Source: an optimization exercise on an open RTL-to-GDS flow (aim: a short achievable clock period and few clock cycles per item). Production flows keep margins and buffers that such runs may drop.
Where RTL was checked, it was by simulation tests only, not by an equivalence proof against the original.
Power and IR drop assume default switching activity.

==> try-raven <==
// top_proc
module top_proc(clk,rst,instr,dReadData,PC,dAddress,dWriteData,MemRead,MemWrite,WriteBackData,RegWrite);
Settings: LEC_CHECK=0, ABC_CLOCK_PERIOD_IN_PS=3500, CAP_MARGIN=20, CORE_MARGIN=2, CORE_UTILIZATION=40, SLEW_MARGIN=20; clock period 12.0 ns.
standard.sh (not shown) runs the stock make flow with config.mk's settings and CLKGATE_MAP_FILE= SYNTH_SCRIPT=/design/flow/synth_recipe.tcl, a recipe that flattens the netlist after the stock synthesis.
==> flow/flow/run.sh <==
#!/bin/bash
set -euo pipefail
export SETUP_SLACK_MARGIN=${MARGIN:-8.5}
bash standard.sh > flow_make.log 2>&1
==> inputs of try-nickel, as changes to try-raven <==
--- a/flow/design.v
+++ b/flow/design.v
@@ -1,15 +1,15 @@
 module alu (op1, op2, sel_xor, sel_or, sel_and, sel_sra,
             sum, diff, shl, shr, lres, lt);
     input  [31:0] op1, op2;
     input         sel_xor, sel_or, sel_and, sel_sra;
     output [31:0] sum, diff, shl, shr, lres;
     output        lt;
-    assign sum   = ks32(op1, op2, 1'b0);
-    assign diff  = ks32(op1, ~op2, 1'b1);
+    adder32 add (.a(op1), .b(op2), .cin(1'b0), .s(sum));
+    adder32 sub (.a(op1), .b(~op2), .cin(1'b1), .s(diff));
     assign lt    = (op1[31] ^ op2[31]) ? op1[31] : diff[31];
     assign shl   = op1 << op2[4:0];
     wire [32:0] ext = {sel_sra & op1[31], op1};
     wire [32:0] sh  = $signed(ext) >>> op2[4:0];
     assign shr   = sh[31:0];
     assign lres = ({32{sel_xor}} & (op1 ^ op2))
                  | ({32{sel_or}}  & (op1 | op2))
@@ -31,14 +31,40 @@
                     pp[i] = pp[i] & pp[i-d];
                 end
             end
             ks32 = (a ^ b) ^ {gg[30:0], cin};
         end
     endfunction
 endmodule
+module brtarget (pc, hip1, him1, imm, tgt);
+    input  [31:0] pc;
+    input  [18:0] hip1, him1;
+    input  [12:0] imm;
+    output [31:0] tgt;
+    wire [13:0] lo = {1'b0, pc[12:0]} + {1'b0, imm};
+    assign tgt = {(lo[13] == imm[12]) ? pc[31:13] : (lo[13] ? hip1 : him1), lo[12:0]};
+endmodule
+module adder32 (a, b, cin, s);
+    input  [31:0] a, b;
+    input         cin;
+    output [31:0] s;
+    reg [31:0] g, p;
+    integer i, d;
+    always @(*) begin
+        g = a & b;
+        p = a | b;
+        g[0] = g[0] | (p[0] & cin);
+        for (d = 1; d < 32; d = d * 2)
+            for (i = 31; i >= d; i = i - 1) begin
+                g[i] = g[i] | (p[i] & g[i-d]);
+                p[i] = p[i] & p[i-d];
+            end
+    end
+    assign s = (a ^ b) ^ {g[30:0], cin};
+endmodule
 module regfile (clk, raddr1, raddr2, rdata1, rdata2,
                 wea, waddra, wdataa, web, waddrb, wdatab);
     input          clk;
     input  [2:0]   raddr1, raddr2;
     output [127:0] rdata1, rdata2;    
     input          wea, web;
     input  [4:0]   waddra, waddrb;
@@ -89,27 +115,30 @@
     wire         wea, web;
     wire [4:0]   waddra, waddrb;
     wire [31:0]  wdataa;
     wire [127:0] rf1, rf2;
     regfile rf (.clk(clk), .raddr1(rs1[2:0]), .raddr2(rs2[2:0]), .rdata1(rf1), .rdata2(rf2),
                 .wea(wea), .waddra(waddra), .wdataa(wdataa),
                 .web(web), .waddrb(waddrb), .wdatab(dReadData));
-    reg        vE, ldE, wrE, stE, brE, ptE;
+    reg        vEr, kE, ldE, wrE, stE, brE, ptE;
+    wire       vE;
     reg [4:0]  rdE;
     reg        redirE;
-    reg [31:0] tgtE;
     reg        vM, ldM, wrM;
     reg [4:0]  rdM;
     reg        vW, ldW, wrW;
     reg [4:0]  rdW;
     wire ldE_hit = vE & ldE & ((rdE == rs1) | (use2 & (rdE == rs2)));
     wire ldM_hit = vM & ldM & ((rdM == rs1) | (use2 & (rdM == rs2)));
     wire haz     = ldE_hit | ldM_hit;
     wire pt      = d_br & (instr[31] | (rs1 == rs2));
-    wire go      = vD & ~redirE;
+    reg  [18:0] hiP1D, hiM1D;
+    wire [31:0] tgtD;
+    brtarget brt (.pc(pcD), .hip1(hiP1D), .him1(hiM1D),
+                  .imm({instr[31], instr[7], instr[30:25], instr[11:8], 1'b0}), .tgt(tgtD));
     localparam NB = 4;
     reg [NB-1:0] bv;
     reg [29:0]   btag [0:NB-1];
     reg [31:0]   btgt [0:NB-1];
     reg [1:0]    bptr;
     reg          bD;             
     reg          ins;
@@ -123,56 +152,61 @@
         hit_tgt = 32'd0;
         for (k = 0; k < NB; k = k + 1)
             if (bv[k] && btag[k] == PC[31:2]) begin
                 hit = 1'b1;
                 hit_tgt = hit_tgt | btgt[k];
             end
     end
-    reg        rpE, bE;
-    reg [31:0] pcE, bimmE, pc4E;
-    wire [31:0] tgtB;
+    reg        bE;
+    wire       eq;
+    reg [31:0] pcE, tgtTE, pc4E;
     wire        insE;
+    wire d_rp  = vD & haz;
+    wire d_tk  = vD & ~haz & pt & ~bD;
+    wire d_bad = vD & ~haz & ~pt & bD;
+    wire [31:0] seqD = d_rp ? pcD : d_bad ? pc4D : hit ? hit_tgt : PC + 32'd4;
+    wire dred = d_rp | d_tk | d_bad;
     always @(posedge clk) begin
         pcD   <= PC;
         pc4D  <= PC + 32'd4;
+        hiP1D <= PC[31:13] + 19'd1;
+        hiM1D <= PC[31:13] - 19'd1;
         if (rst) begin
             PC <= INITIAL_PC;
             vD <= 1'b0;
             bD <= 1'b0;
             bv <= {NB{1'b0}};
             bptr <= 2'd0;
             ins <= 1'b0;
         end else begin
-            vD <= ~redirE;
-            bD <= hit & ~redirE;
-            if (redirE)      PC <= tgtE;
-            else if (hit)    PC <= hit_tgt;
-            else             PC <= PC + 32'd4;
+            vD <= (eq ? ~red1 : ~red0) & ~dred;
+            bD <= hit;
+            PC <= (d_tk & ~redirE) ? tgtD : (eq ? pcn1 : pcn0);
             ins <= insE;
             if (ins) begin
                 bv[bptr] <= 1'b1;
                 bptr <= bptr + 2'd1;
             end
         end
         insPC  <= pcE[31:2];
-        insTgt <= tgtB;
+        insTgt <= tgtTE;
         if (ins) begin
             btag[bptr] <= insPC;
             btgt[bptr] <= insTgt;
         end
     end
     reg [127:0] G1, G2;
     reg [31:0]  IE;
     reg [11:0]  selA, selS, selB;
     reg         immB;
     reg [5:0]   tE, tM;
     reg         s_xor, s_or, s_and, s_sra;
     reg [31:0]  PA, PS, PL, PR, PX;
     reg         PT;
-    reg [31:0]  RW;
+    reg [31:0]  RW, RO;
     wire m1a = vE & wrE & (rdE == rs1);
     wire m2a = vM & wrM & (rdM == rs1);
     wire m3a = vW & wrW & (rdW == rs1);
     wire m1s = vE & wrE & (rdE == rs2);
     wire m2s = vM & wrM & (rdM == rs2);
     wire m3s = vW & wrW & (rdW == rs2);
     wire [3:0] g1 = 4'b0001 << rs1[4:3];
@@ -183,23 +217,23 @@
     wire d_sub = d_alu & f3 == 3'b000 & d_r & f7b;
     wire d_sll = d_alu & f3 == 3'b001;
     wire d_sr  = d_alu & f3 == 3'b101;
     wire d_log = d_alu & f3[2] & (f3[1] | ~f3[0]);
     wire d_slt = d_alu & f3 == 3'b010;
     always @(posedge clk) begin
         if (rst) begin
-            vE  <= 1'b0;
-            rpE <= 1'b0;
+            vEr  <= 1'b0;
+            kE   <= 1'b0;
         end else begin
-            vE  <= go & ~haz;
-            rpE <= go & haz;
+            vEr  <= vD & ~haz;
+            kE   <= redirE;
         end
         bE    <= bD;
         pcE   <= pcD;
-        bimmE <= {{19{instr[31]}}, instr[31], instr[7], instr[30:25], instr[11:8], 1'b0};
+        tgtTE <= tgtD;
         ldE  <= d_ld;
         stE  <= d_st;
         brE  <= d_br;
         wrE  <= d_wr;
         ptE  <= pt;
         rdE  <= rd;
         G1   <= rf1;
@@ -224,29 +258,32 @@
         input [31:0]  r2, r3;
         pick = ({32{sel[0]}} & a) | ({32{sel[1]}} & s) | ({32{sel[2]}} & l)
              | ({32{sel[3]}} & r) | ({32{sel[4]}} & x) | {31'b0, sel[5] & t}
              | ({32{sel[6]}} & r2) | ({32{sel[7]}} & r3)
              | ({32{sel[8]}} & g[31:0])  | ({32{sel[9]}}  & g[63:32])
              | ({32{sel[10]}} & g[95:64]) | ({32{sel[11]}} & g[127:96]);
     endfunction
-    wire [31:0] opA = pick(selA, G1, PA, PS, PL, PR, PX, PT, RW, WriteBackData);
-    wire [31:0] opS = pick(selS, G2, PA, PS, PL, PR, PX, PT, RW, WriteBackData);
-    wire [31:0] opB = pick(selB, G2, PA, PS, PL, PR, PX, PT, RW, WriteBackData) | ({32{immB}} & IE);
+    wire [31:0] opA = pick(selA, G1, PA, PS, PL, PR, PX, PT, RW, RO);
+    wire [31:0] opS = pick(selS, G2, PA, PS, PL, PR, PX, PT, RW, RO);
+    wire [31:0] opB = pick(selB, G2, PA, PS, PL, PR, PX, PT, RW, RO) | ({32{immB}} & IE);
     wire [31:0] sum, diff, shl, shr, lres;
     wire        lt;
     alu alu (.op1(opA), .op2(opB), .sel_xor(s_xor), .sel_or(s_or), .sel_and(s_and),
              .sel_sra(s_sra), .sum(sum), .diff(diff), .shl(shl), .shr(shr),
              .lres(lres), .lt(lt));
-    wire eq = (opA == opS);
-    assign tgtB = ks32(pcE, bimmE, 1'b0);
+    assign vE  = vEr & ~kE;
+    assign eq  = (opA == opS);
     assign insE = vE & brE & eq & ptE & ~bE;
     always @(*) begin
-        redirE = rpE | (vE & (brE ? (eq ^ bE) : bE));
-        tgtE   = rpE ? pcE : (brE & eq) ? tgtB : pc4E;
+        redirE = vE & brE & (eq ^ ptE);
     end
+    wire        red1 = vE & brE & ~ptE;
+    wire        red0 = vE & brE & ptE;
+    wire [31:0] pcn1 = red1 ? tgtTE : seqD;
+    wire [31:0] pcn0 = red0 ? pc4E : seqD;
     always @(posedge clk) begin
         if (rst) begin
             vM <= 1'b0;
             MemRead <= 1'b0;
             MemWrite <= 1'b0;
         end else begin
             vM <= vE;
@@ -260,15 +297,15 @@
         PA  <= sum;
         PS  <= diff;
         PL  <= shl;
         PR  <= shr;
         PX  <= lres;
         PT  <= lt;
         dAddress <= sum;
-        dWriteData <= opS;
+        if (stE)       dWriteData <= opS;
     end
     wire [31:0] RM = ({32{tM[0]}} & PA) | ({32{tM[1]}} & PS) | ({32{tM[2]}} & PL)
                    | ({32{tM[3]}} & PR) | ({32{tM[4]}} & PX) | {31'b0, tM[5] & PT};
     assign wea    = vM & wrM & ~ldM;
     assign waddra = rdM;
     assign wdataa = RM;
     always @(posedge clk) begin
@@ -280,15 +317,16 @@
         RW  <= RM;
     end
     assign web    = vW & ldW;
     assign waddrb = rdW;
     always @(posedge clk) begin
         if (rst) RegWrite <= 1'b0;
         else     RegWrite <= vW & wrW;
-        WriteBackData <= ldW ? dReadData : RW;
+        RO <= ldW ? dReadData : RW;
+        if (wrW) WriteBackData <= ldW ? dReadData : RW;
     end
     function [31:0] ks32;
         input [31:0] a, b;
         input        cin;
         reg [31:0] g, p, gg, pp;
         integer i, d;
         begin
==> flow/config.mk (replaced) <==
export PLATFORM = sky130hd
export DESIGN_NAME = top_proc
export DESIGN_NICKNAME = top_proc
export VERILOG_FILES = /design/flow/design.v
export SDC_FILE = /design/flow/constraint.sdc
export NUM_CORES = 4
export LEC_CHECK = 0
export CAP_MARGIN = 20
export CORE_MARGIN = 2
export CORE_UTILIZATION = 50
export PLACE_DENSITY = 0.65
export SLEW_MARGIN = 20
export SYNTH_HIERARCHICAL = 1
export SYNTH_MINIMUM_KEEP_SIZE = 0
==> inputs of try-sierra, as changes to try-raven <==
--- a/flow/design.v
+++ b/flow/design.v
@@ -1,15 +1,15 @@
 module alu (op1, op2, sel_xor, sel_or, sel_and, sel_sra,
             sum, diff, shl, shr, lres, lt);
     input  [31:0] op1, op2;
     input         sel_xor, sel_or, sel_and, sel_sra;
     output [31:0] sum, diff, shl, shr, lres;
     output        lt;
-    assign sum   = ks32(op1, op2, 1'b0);
-    assign diff  = ks32(op1, ~op2, 1'b1);
+    adder32 add (.a(op1), .b(op2), .cin(1'b0), .s(sum));
+    adder32 sub (.a(op1), .b(~op2), .cin(1'b1), .s(diff));
     assign lt    = (op1[31] ^ op2[31]) ? op1[31] : diff[31];
     assign shl   = op1 << op2[4:0];
     wire [32:0] ext = {sel_sra & op1[31], op1};
     wire [32:0] sh  = $signed(ext) >>> op2[4:0];
     assign shr   = sh[31:0];
     assign lres = ({32{sel_xor}} & (op1 ^ op2))
                  | ({32{sel_or}}  & (op1 | op2))
@@ -31,14 +31,45 @@
                     pp[i] = pp[i] & pp[i-d];
                 end
             end
             ks32 = (a ^ b) ^ {gg[30:0], cin};
         end
     endfunction
 endmodule
+module brtarget (pc, hip1, him1, imm, tgt);
+    input  [31:0] pc;
+    input  [18:0] hip1, him1;
+    input  [12:0] imm;
+    output [31:0] tgt;
+    wire [13:0] lo = {1'b0, pc[12:0]} + {1'b0, imm};
+    assign tgt = {(lo[13] == imm[12]) ? pc[31:13] : (lo[13] ? hip1 : him1), lo[12:0]};
+endmodule
+module adder32 (a, b, cin, s);
+    input  [31:0] a, b;
+    input         cin;
+    output [31:0] s;
+    reg [31:0] g, p;
+    integer i, d;
+    always @(*) begin
+        g = a & b;
+        p = a | b;
+        g[0] = g[0] | (p[0] & cin);
+        for (d = 1; d < 32; d = d * 2)
+            for (i = 31; i >= d; i = i - 1) begin
+                g[i] = g[i] | (p[i] & g[i-d]);
+                p[i] = p[i] & p[i-d];
+            end
+    end
+    assign s = (a ^ b) ^ {g[30:0], cin};
+endmodule
+module inc30 (a, y);
+    input  [29:0] a;
+    output [29:0] y;
+    assign y = a + 30'd1;
+endmodule
 module regfile (clk, raddr1, raddr2, rdata1, rdata2,
                 wea, waddra, wdataa, web, waddrb, wdatab);
     input          clk;
     input  [2:0]   raddr1, raddr2;
     output [127:0] rdata1, rdata2;    
     input          wea, web;
     input  [4:0]   waddra, waddrb;
@@ -89,27 +120,30 @@
     wire         wea, web;
     wire [4:0]   waddra, waddrb;
     wire [31:0]  wdataa;
     wire [127:0] rf1, rf2;
     regfile rf (.clk(clk), .raddr1(rs1[2:0]), .raddr2(rs2[2:0]), .rdata1(rf1), .rdata2(rf2),
                 .wea(wea), .waddra(waddra), .wdataa(wdataa),
                 .web(web), .waddrb(waddrb), .wdatab(dReadData));
-    reg        vE, ldE, wrE, stE, brE, ptE;
+    reg        vEr, kE, ldE, wrE, stE, brE, ptE;
+    wire       vE;
     reg [4:0]  rdE;
     reg        redirE;
-    reg [31:0] tgtE;
     reg        vM, ldM, wrM;
     reg [4:0]  rdM;
     reg        vW, ldW, wrW;
     reg [4:0]  rdW;
     wire ldE_hit = vE & ldE & ((rdE == rs1) | (use2 & (rdE == rs2)));
     wire ldM_hit = vM & ldM & ((rdM == rs1) | (use2 & (rdM == rs2)));
     wire haz     = ldE_hit | ldM_hit;
     wire pt      = d_br & (instr[31] | (rs1 == rs2));
-    wire go      = vD & ~redirE;
+    reg  [18:0] hiP1D, hiM1D;
+    wire [31:0] tgtD;
+    brtarget brt (.pc(pcD), .hip1(hiP1D), .him1(hiM1D),
+                  .imm({instr[31], instr[7], instr[30:25], instr[11:8], 1'b0}), .tgt(tgtD));
     localparam NB = 4;
     reg [NB-1:0] bv;
     reg [29:0]   btag [0:NB-1];
     reg [31:0]   btgt [0:NB-1];
     reg [1:0]    bptr;
     reg          bD;             
     reg          ins;
@@ -123,56 +157,64 @@
         hit_tgt = 32'd0;
         for (k = 0; k < NB; k = k + 1)
             if (bv[k] && btag[k] == PC[31:2]) begin
                 hit = 1'b1;
                 hit_tgt = hit_tgt | btgt[k];
             end
     end
-    reg        rpE, bE;
-    reg [31:0] pcE, bimmE, pc4E;
-    wire [31:0] tgtB;
+    reg        bE;
+    wire       eq;
+    reg [31:0] pcE, tgtTE, pc4E;
     wire        insE;
+    wire d_rp  = vD & haz;
+    wire d_tk  = vD & ~haz & pt & ~bD;
+    wire d_bad = vD & ~haz & ~pt & bD;
+    wire [31:0] pcInc;
+    inc30 pcinc (.a(PC[31:2]), .y(pcInc[31:2]));
+    assign pcInc[1:0] = PC[1:0];
+    wire [31:0] seqD = d_rp ? pcD : d_bad ? pc4D : hit ? hit_tgt : pcInc;
+    wire dred = d_rp | d_tk | d_bad;
     always @(posedge clk) begin
         pcD   <= PC;
-        pc4D  <= PC + 32'd4;
+        pc4D  <= pcInc;
+        hiP1D <= PC[31:13] + 19'd1;
+        hiM1D <= PC[31:13] - 19'd1;
         if (rst) begin
             PC <= INITIAL_PC;
             vD <= 1'b0;
             bD <= 1'b0;
             bv <= {NB{1'b0}};
             bptr <= 2'd0;
             ins <= 1'b0;
         end else begin
-            vD <= ~redirE;
-            bD <= hit & ~redirE;
-            if (redirE)      PC <= tgtE;
-            else if (hit)    PC <= hit_tgt;
-            else             PC <= PC + 32'd4;
+            vD <= (eq ? ~red1 : ~red0) & ~dred;
+            bD <= hit;
+            PC <= (d_tk & ~redirE) ? tgtD : (eq ? pcn1 : pcn0);
             ins <= insE;
             if (ins) begin
                 bv[bptr] <= 1'b1;
                 bptr <= bptr + 2'd1;
             end
         end
         insPC  <= pcE[31:2];
-        insTgt <= tgtB;
+        insTgt <= tgtTE;
         if (ins) begin
             btag[bptr] <= insPC;
             btgt[bptr] <= insTgt;
         end
     end
     reg [127:0] G1, G2;
     reg [31:0]  IE;
     reg [11:0]  selA, selS, selB;
     reg         immB;
     reg [5:0]   tE, tM;
     reg         s_xor, s_or, s_and, s_sra;
     reg [31:0]  PA, PS, PL, PR, PX;
     reg         PT;
-    reg [31:0]  RW;
+    reg [31:0]  RW, RO;
     wire m1a = vE & wrE & (rdE == rs1);
     wire m2a = vM & wrM & (rdM == rs1);
     wire m3a = vW & wrW & (rdW == rs1);
     wire m1s = vE & wrE & (rdE == rs2);
     wire m2s = vM & wrM & (rdM == rs2);
     wire m3s = vW & wrW & (rdW == rs2);
     wire [3:0] g1 = 4'b0001 << rs1[4:3];
@@ -183,23 +225,23 @@
     wire d_sub = d_alu & f3 == 3'b000 & d_r & f7b;
     wire d_sll = d_alu & f3 == 3'b001;
     wire d_sr  = d_alu & f3 == 3'b101;
     wire d_log = d_alu & f3[2] & (f3[1] | ~f3[0]);
     wire d_slt = d_alu & f3 == 3'b010;
     always @(posedge clk) begin
         if (rst) begin
-            vE  <= 1'b0;
-            rpE <= 1'b0;
+            vEr  <= 1'b0;
+            kE   <= 1'b0;
         end else begin
-            vE  <= go & ~haz;
-            rpE <= go & haz;
+            vEr  <= vD & ~haz;
+            kE   <= redirE;
         end
         bE    <= bD;
         pcE   <= pcD;
-        bimmE <= {{19{instr[31]}}, instr[31], instr[7], instr[30:25], instr[11:8], 1'b0};
+        tgtTE <= tgtD;
         ldE  <= d_ld;
         stE  <= d_st;
         brE  <= d_br;
         wrE  <= d_wr;
         ptE  <= pt;
         rdE  <= rd;
         G1   <= rf1;
@@ -224,29 +266,32 @@
         input [31:0]  r2, r3;
         pick = ({32{sel[0]}} & a) | ({32{sel[1]}} & s) | ({32{sel[2]}} & l)
              | ({32{sel[3]}} & r) | ({32{sel[4]}} & x) | {31'b0, sel[5] & t}
              | ({32{sel[6]}} & r2) | ({32{sel[7]}} & r3)
              | ({32{sel[8]}} & g[31:0])  | ({32{sel[9]}}  & g[63:32])
              | ({32{sel[10]}} & g[95:64]) | ({32{sel[11]}} & g[127:96]);
     endfunction
-    wire [31:0] opA = pick(selA, G1, PA, PS, PL, PR, PX, PT, RW, WriteBackData);
-    wire [31:0] opS = pick(selS, G2, PA, PS, PL, PR, PX, PT, RW, WriteBackData);
-    wire [31:0] opB = pick(selB, G2, PA, PS, PL, PR, PX, PT, RW, WriteBackData) | ({32{immB}} & IE);
+    wire [31:0] opA = pick(selA, G1, PA, PS, PL, PR, PX, PT, RW, RO);
+    wire [31:0] opS = pick(selS, G2, PA, PS, PL, PR, PX, PT, RW, RO);
+    wire [31:0] opB = pick(selB, G2, PA, PS, PL, PR, PX, PT, RW, RO) | ({32{immB}} & IE);
     wire [31:0] sum, diff, shl, shr, lres;
     wire        lt;
     alu alu (.op1(opA), .op2(opB), .sel_xor(s_xor), .sel_or(s_or), .sel_and(s_and),
              .sel_sra(s_sra), .sum(sum), .diff(diff), .shl(shl), .shr(shr),
              .lres(lres), .lt(lt));
-    wire eq = (opA == opS);
-    assign tgtB = ks32(pcE, bimmE, 1'b0);
+    assign vE  = vEr & ~kE;
+    assign eq  = (opA == opS);
     assign insE = vE & brE & eq & ptE & ~bE;
     always @(*) begin
-        redirE = rpE | (vE & (brE ? (eq ^ bE) : bE));
-        tgtE   = rpE ? pcE : (brE & eq) ? tgtB : pc4E;
+        redirE = vE & brE & (eq ^ ptE);
     end
+    wire        red1 = vE & brE & ~ptE;
+    wire        red0 = vE & brE & ptE;
+    wire [31:0] pcn1 = red1 ? tgtTE : seqD;
+    wire [31:0] pcn0 = red0 ? pc4E : seqD;
     always @(posedge clk) begin
         if (rst) begin
             vM <= 1'b0;
             MemRead <= 1'b0;
             MemWrite <= 1'b0;
         end else begin
             vM <= vE;
@@ -260,15 +305,15 @@
         PA  <= sum;
         PS  <= diff;
         PL  <= shl;
         PR  <= shr;
         PX  <= lres;
         PT  <= lt;
         dAddress <= sum;
-        dWriteData <= opS;
+        if (stE)       dWriteData <= opS;
     end
     wire [31:0] RM = ({32{tM[0]}} & PA) | ({32{tM[1]}} & PS) | ({32{tM[2]}} & PL)
                    | ({32{tM[3]}} & PR) | ({32{tM[4]}} & PX) | {31'b0, tM[5] & PT};
     assign wea    = vM & wrM & ~ldM;
     assign waddra = rdM;
     assign wdataa = RM;
     always @(posedge clk) begin
@@ -280,15 +325,16 @@
         RW  <= RM;
     end
     assign web    = vW & ldW;
     assign waddrb = rdW;
     always @(posedge clk) begin
         if (rst) RegWrite <= 1'b0;
         else     RegWrite <= vW & wrW;
-        WriteBackData <= ldW ? dReadData : RW;
+        RO <= ldW ? dReadData : RW;
+        if (wrW) WriteBackData <= ldW ? dReadData : RW;
     end
     function [31:0] ks32;
         input [31:0] a, b;
         input        cin;
         reg [31:0] g, p, gg, pp;
         integer i, d;
         begin
==> flow/config.mk (replaced) <==
export PLATFORM = sky130hd
export DESIGN_NAME = top_proc
export DESIGN_NICKNAME = top_proc
export VERILOG_FILES = /design/flow/design.v
export SDC_FILE = /design/flow/constraint.sdc
export NUM_CORES = 4
export LEC_CHECK = 0
export CAP_MARGIN = 20
export CORE_MARGIN = 2
export CORE_UTILIZATION = 40
export SLEW_MARGIN = 20
export SYNTH_HIERARCHICAL = 1
export SYNTH_MINIMUM_KEEP_SIZE = 0
==> qor summary <==
item                                                                  try-nickel               try-sierra                 try-raven
Portion of netlist area occupied by mux cells                              19.2%                    19.1%                     2.51%
Start-to-end type of the worst setup path                             reg -> reg                in -> reg                reg -> reg
Post-DP HPWL                                                           309000 µm                312000 µm                 286000 µm
Share of cell area taken by flip-flops and latches                         42.2%                    41.8%                     46.2%
Global Route met1 Usage                                                    55.7%                    44.9%                     47.1%
Worst Hold Slack                                                        0.319 ns                 0.247 ns                  0.323 ns
Fraction of layout cells with a size suffix above 1                        37.8%                    38.4%                     19.5%
Final Routed Wirelength                                                521000 µm                528000 µm                 490000 µm
Routed length on met3                                                   90400 µm                 81200 µm                  78000 µm
Met2 routing resource usage after global routing                           58.6%                    49.9%                     52.2%
Routed via count divided by cell count                                      7.32                     6.84                      6.67
Placed instance area                                                  118000 µm²               120000 µm²                104000 µm²
Sequential Area                                                        57900 µm²                57900 µm²                 55300 µm²
Launch point of the critical path                               datapath.selA[9]                instr[20]          datapath.selA[1]
Syn Area/Cell                                                           12.4 µm²                 12.5 µm²                  10.2 µm²
Shortest period the worst path allows                                    4.05 ns                  4.13 ns                   4.44 ns
# placed instances                                                         11600                    12400                     12300
Total area of multi-input combinational cells                          54600 µm²                55100 µm²                 42700 µm²
Pwr/cell area                                                         157 nW/µm²               153 nW/µm²                166 nW/µm²
Most numerous cell on the critical path                  sky130_fd_sc_hd__buf_12  sky130_fd_sc_hd__buf_12  sky130_fd_sc_hd__o21ai_4
# diodes                                                                      23                       30                        41
Result of the run                                        complete, no violations  complete, no violations   complete, no violations
Count of distinct cell types in the synthesized netlist                      102                      105                        84
Testbench counts of try-nickel, summed over its fixed seeds: cycles 27,480, instrs 25,042.
Testbench counts of try-sierra, summed over its fixed seeds: cycles 27,480, instrs 25,042.
No functional check of the RTL was part of try-raven.

[static timing again, ports no longer ideal]
The results above use ideal ports. As a check the final layouts listed here were re-extracted and re-timed, cells and wires unchanged.
Step 1: set_driving_cell puts a clkbuf_16 on clk and a buf_2 on each other input, an assumption about the parent block.
Step 2 times the ports against the registers' clock, not the clock port: input delays grow and output delays shrink by t, the midpoint of the rising clock arrivals with the driver on.
Three values: ideal, step 1, step 2; two values: the first two.
run	t (ns)	slack for setup (ns)	hold slack, ns	worst setup path after step 2	pins driven straight from the clock port
try-raven	0.995	7.556 / 7.556 / 7.378	0.323 / 0.323 / 0.323	input to register	1
try-nickel	0.990	7.949 / 7.831 / 6.840	0.319 / 0.319 / 0.319	input to register	1
try-sierra	0.983	7.871 / 7.650 / 6.667	0.247 / 0.247 / 0.247	input to register	1
After both steps setup and hold are still met in every run listed. The setup slack of try-sierra, which loses most, moves by -0.221 ns with the drivers and by -1.204 ns with both steps.
